This design comes from an exercise in tuning for small area on the open sky130 flow, not from production work.
Power is estimated from default activity; no workload was simulated.

==> flow/design.v <==
module motor_driver_wrapper (
input PCLK,
input PRESERN,
input PSEL,
input PENABLE,
output wire PREADY,
output wire PSLVERR,
input PWRITE,
input [31:0] PADDR,
input wire [31:0] PWDATA,
output wire [31:0] PRDATA,
output wire [3:0] pulseX,
output wire [3:0] pulseY,
output wire [3:0] LED,
output wire [1:0] motionstateY
);
reg [1:0] DIRX;
reg [1:0] DIRY;
assign PREADY = 1'b1;
assign PSLVERR = 1'b0;
assign PRDATA = 32'b0;
wire WRITE_EN = PSEL & PENABLE & PWRITE;
always @(posedge PCLK) begin
	if (WRITE_EN && PADDR[3:2] == 2'b00) DIRX <= PWDATA[1:0];
	else if (~PRESERN) DIRX <= 2'b11;
	if (WRITE_EN && PADDR[3:2] == 2'b01) DIRY <= PWDATA[1:0];
	else if (~PRESERN) DIRY <= 2'b11;
end
assign LED = {DIRY[0], DIRY[1], DIRX[0], DIRX[1]};
wire [1:0] msX;
motor_axis_X ax (.clock(PCLK), .reset(PRESERN), .dir(DIRX), .pulse(pulseX), .ms(msX));
motor_axis_Y ay (.clock(PCLK), .reset(PRESERN), .dir(DIRY), .pulse(pulseY), .ms(motionstateY));
endmodule
module motor_axis_X (
	input clock,
	input reset,
	input [1:0] dir,
	output wire [3:0] pulse,
	output reg [1:0] ms
);
localparam STOP = 2'b00, ACCEL = 2'b01, RUN = 2'b10, DECEL = 2'b11;
localparam [8-1:0] BTAPS = 8'b10001110, S0 = 8'b11001111;
localparam [8-1:0] KTAPS = 8'b10001110, A0 = 8'b00010011, KSTART = 8'b00001000, KRUN = 8'b00000101;
reg [8-1:0] b;
reg [8-1:0] a;
reg [8-1:0] k;
reg pclk;
reg [1:0] prevdir;
reg on, x, y;
wire bz = (b[1] & b[2] & b[3] & ~b[4] & ~b[5] & b[6] & b[7]);           
wire bw = (b[0] & b[1] & b[2] & ~b[3] & ~b[4] & b[5] & b[6]);           
wire trig = bz & (a == k);
wire rise = trig & ~pclk;
wire clr = trig | ~reset;
wire [8-1:0] kup = {k[8-2:0], ^(k & KTAPS)};
wire [8-1:0] kdn = {k[0] ^ ^(k[8-1:1] & KTAPS[8-2:0]), k[8-1:1]};
wire k_is_krun = (k[0]);   
wire kstep = ms[0] | (ms[1] ? ~k_is_krun : on);
wire [7:0] knext = kstep ? (ms[1] ? kup : kdn) : k;
always @(posedge clock) begin
	if (clr) b <= S0;
	else b <= {b[8-2:0], ^(b & BTAPS) ^ bw};
	if (clr) a <= A0;
	else if (bw) a <= {a[6:0], ^(a & KTAPS)};
	if (~reset) pclk <= 1'b0;
	else if (trig) pclk <= ~pclk;
end
reg [1:0] nms;
always @* begin
	case (ms)
	STOP:  nms = (dir[0] ^ dir[1]) ? ACCEL : STOP;
	ACCEL: nms = (k[0] & ~k[1] & ~k[4] & ~k[5] & ~k[7]) ? RUN : (prevdir != dir) ? DECEL : ACCEL;
	RUN:   nms = (prevdir != dir) ? DECEL : RUN;
	default: nms = (~k[1] & ~k[2] & ~k[4] & ~k[5] & ~k[7]) ? STOP : DECEL;
	endcase
end
wire decel = (ms == DECEL);
wire back = (dir == 2'b01) | (decel & (dir != 2'b11));
wire fwd = (dir == 2'b10) & ~decel;
always @(posedge clock) begin
	if (~reset) begin
		ms <= STOP;
		k <= KSTART;
		prevdir <= 2'b11;
		on <= 1'b0;
	end else if (rise) begin
		ms <= nms;
		k <= knext;
		prevdir <= dir;
		on <= (ms != STOP);
	end
end
always @(posedge clock) begin
	if (reset & rise) begin
		if (~on) begin
			x <= 1'b1;
			y <= 1'b1;
		end else if (back) begin
			x <= y;
			y <= ~x;
		end else if (fwd) begin
			x <= ~y;
			y <= x;
		end
	end
end
assign pulse = on ? {x, ~x, ~y, y} : 4'b0000;
endmodule
module motor_axis_Y (
	input clock,
	input reset,
	input [1:0] dir,
	output wire [3:0] pulse,
	output reg [1:0] ms
);
localparam STOP = 2'b00, ACCEL = 2'b01, RUN = 2'b10, DECEL = 2'b11;
localparam [7-1:0] BTAPS = 7'b1000001, S0 = 7'b1010100;
localparam [9-1:0] KTAPS = 9'b100001000, A0 = 9'b000000011, KSTART = 9'b101011010, KRUN = 9'b010001000;
reg [7-1:0] b;
reg [9-1:0] a;
reg [9-1:0] k;
reg pclk;
reg [1:0] prevdir;
reg on, x, y;
wire bz = (~b[1] & b[2] & ~b[3] & b[4] & ~b[5] & b[6]);           
wire bw = (~b[0] & b[1] & ~b[2] & b[3] & ~b[4] & b[5]);           
wire trig = bz & (a == k);
wire rise = trig & ~pclk;
wire clr = trig | ~reset;
wire [9-1:0] kup = {k[9-2:0], ^(k & KTAPS)};
wire [9-1:0] kdn = {k[0] ^ ^(k[9-1:1] & KTAPS[9-2:0]), k[9-1:1]};
wire k_is_krun = (~k[2]);   
wire kstep = ms[0] | (ms[1] ? ~k_is_krun : on);
wire [8:0] knext = kstep ? (ms[1] ? kup : kdn) : k;
always @(posedge clock) begin
	if (clr) b <= S0;
	else b <= {b[7-2:0], ^(b & BTAPS) ^ bw};
	if (clr) a <= A0;
	else if (bw) a <= {a[7:0], ^(a & KTAPS)};
	if (~reset) pclk <= 1'b0;
	else if (trig) pclk <= ~pclk;
end
reg [1:0] nms;
always @* begin
	case (ms)
	STOP:  nms = (dir[0] ^ dir[1]) ? ACCEL : STOP;
	ACCEL: nms = (~k[0] & ~k[1] & ~k[2] & ~k[4] & ~k[5] & ~k[6]) ? RUN : (prevdir != dir) ? DECEL : ACCEL;
	RUN:   nms = (prevdir != dir) ? DECEL : RUN;
	default: nms = (~k[0] & k[1] & ~k[2] & k[3] & k[4] & ~k[5]) ? STOP : DECEL;
	endcase
end
wire decel = (ms == DECEL);
wire back = (dir == 2'b01) | (decel & (dir != 2'b11));
wire fwd = (dir == 2'b10) & ~decel;
always @(posedge clock) begin
	if (~reset) begin
		ms <= STOP;
		k <= KSTART;
		prevdir <= 2'b11;
		on <= 1'b0;
	end else if (rise) begin
		ms <= nms;
		k <= knext;
		prevdir <= dir;
		on <= (ms != STOP);
	end
end
always @(posedge clock) begin
	if (reset & rise) begin
		if (~on) begin
			x <= 1'b1;
			y <= 1'b1;
		end else if (back) begin
			x <= y;
			y <= ~x;
		end else if (fwd) begin
			x <= ~y;
			y <= x;
		end
	end
end
assign pulse = on ? {x, ~x, ~y, y} : 4'b0000;
endmodule
Settings: LEC_CHECK=0, CAP_MARGIN=20, CORE_MARGIN=2, CORE_UTILIZATION=40, SLEW_MARGIN=20; clock period 10.0 ns.
run.sh (not shown) runs the stock make flow with config.mk's settings and CLKGATE_MAP_FILE= SYNTH_SCRIPT=/design/flow/synth_recipe.tcl, a recipe that flattens the netlist after the stock synthesis.
Edit:
--- a/flow/design.v
+++ b/flow/design.v
@@ -55,7 +55,13 @@
 wire [8-1:0] kup = {k[8-2:0], ^(k & KTAPS)};
 wire [8-1:0] kdn = {k[0] ^ ^(k[8-1:1] & KTAPS[8-2:0]), k[8-1:1]};
-wire k_is_krun = (k[0]);   
-wire kstep = ms[0] | (ms[1] ? ~k_is_krun : on);
-wire [7:0] knext = kstep ? (ms[1] ? kup : kdn) : k;
+reg [8-1:0] knext;
+always @* begin
+	case (ms)
+	STOP:  knext = KSTART;
+	ACCEL: knext = kdn;
+	RUN:   knext = KRUN;
+	default: knext = kup;
+	endcase
+end
 always @(posedge clock) begin
 	if (clr) b <= S0;
@@ -130,7 +136,13 @@
 wire [9-1:0] kup = {k[9-2:0], ^(k & KTAPS)};
 wire [9-1:0] kdn = {k[0] ^ ^(k[9-1:1] & KTAPS[9-2:0]), k[9-1:1]};
-wire k_is_krun = (~k[2]);   
-wire kstep = ms[0] | (ms[1] ? ~k_is_krun : on);
-wire [8:0] knext = kstep ? (ms[1] ? kup : kdn) : k;
+reg [9-1:0] knext;
+always @* begin
+	case (ms)
+	STOP:  knext = KSTART;
+	ACCEL: knext = kdn;
+	RUN:   knext = KRUN;
+	default: knext = kup;
+	endcase
+end
 always @(posedge clock) begin
 	if (clr) b <= S0;
Outcome: The new run completed with no timing, DRC or antenna violations; worst setup slack gets worse by 16 ps; maximum frequency decreases by 0.42%; area after synthesis shrinks by 1.4%; cell area decreases by 2.2%; global-route usage went down by 1.2 points; worst hold slack is worse by 8.4 ps; power grows by 0.33%; via count went down by 6.7%; sequential power hardly moves; clock power is higher by about 2%; first-iteration DRC count came out lower by 43%; final cell count falls by 2.6%.
Function was not checked in any run of this note: the RTL went through the layout flow alone.

port drivers added, routing unchanged:
No port has a modelled driver above. Below, the same layouts with a new extraction and two added sets of constraints. Step 1, drivers: a clkbuf_16 drives PCLK and a buf_2 each remaining input, both assumed. Step 2, shift: input delay + t, output delay - t, t = (earliest + latest rising clock arrival at the registers) / 2. This alone moves slack from input paths to output paths. Three values: ideal ports, drivers, drivers and shift; two values: the first two.
run | shift t [ns] | slack for setup (ns) | worst setup path at the end | latest minus earliest clock arrival (ns)
the first run | 0.377 | 6.219 / 6.188 / 6.158 | input to register | 0.010 / 0.010
the second run | 0.365 | 6.203 / 6.173 / 6.326 | input to register | 0.009 / 0.009
After both steps every run listed still meets setup and hold. The setup slack of the first run, which loses most, moves by -0.031 ns with the drivers and by -0.061 ns with both steps.
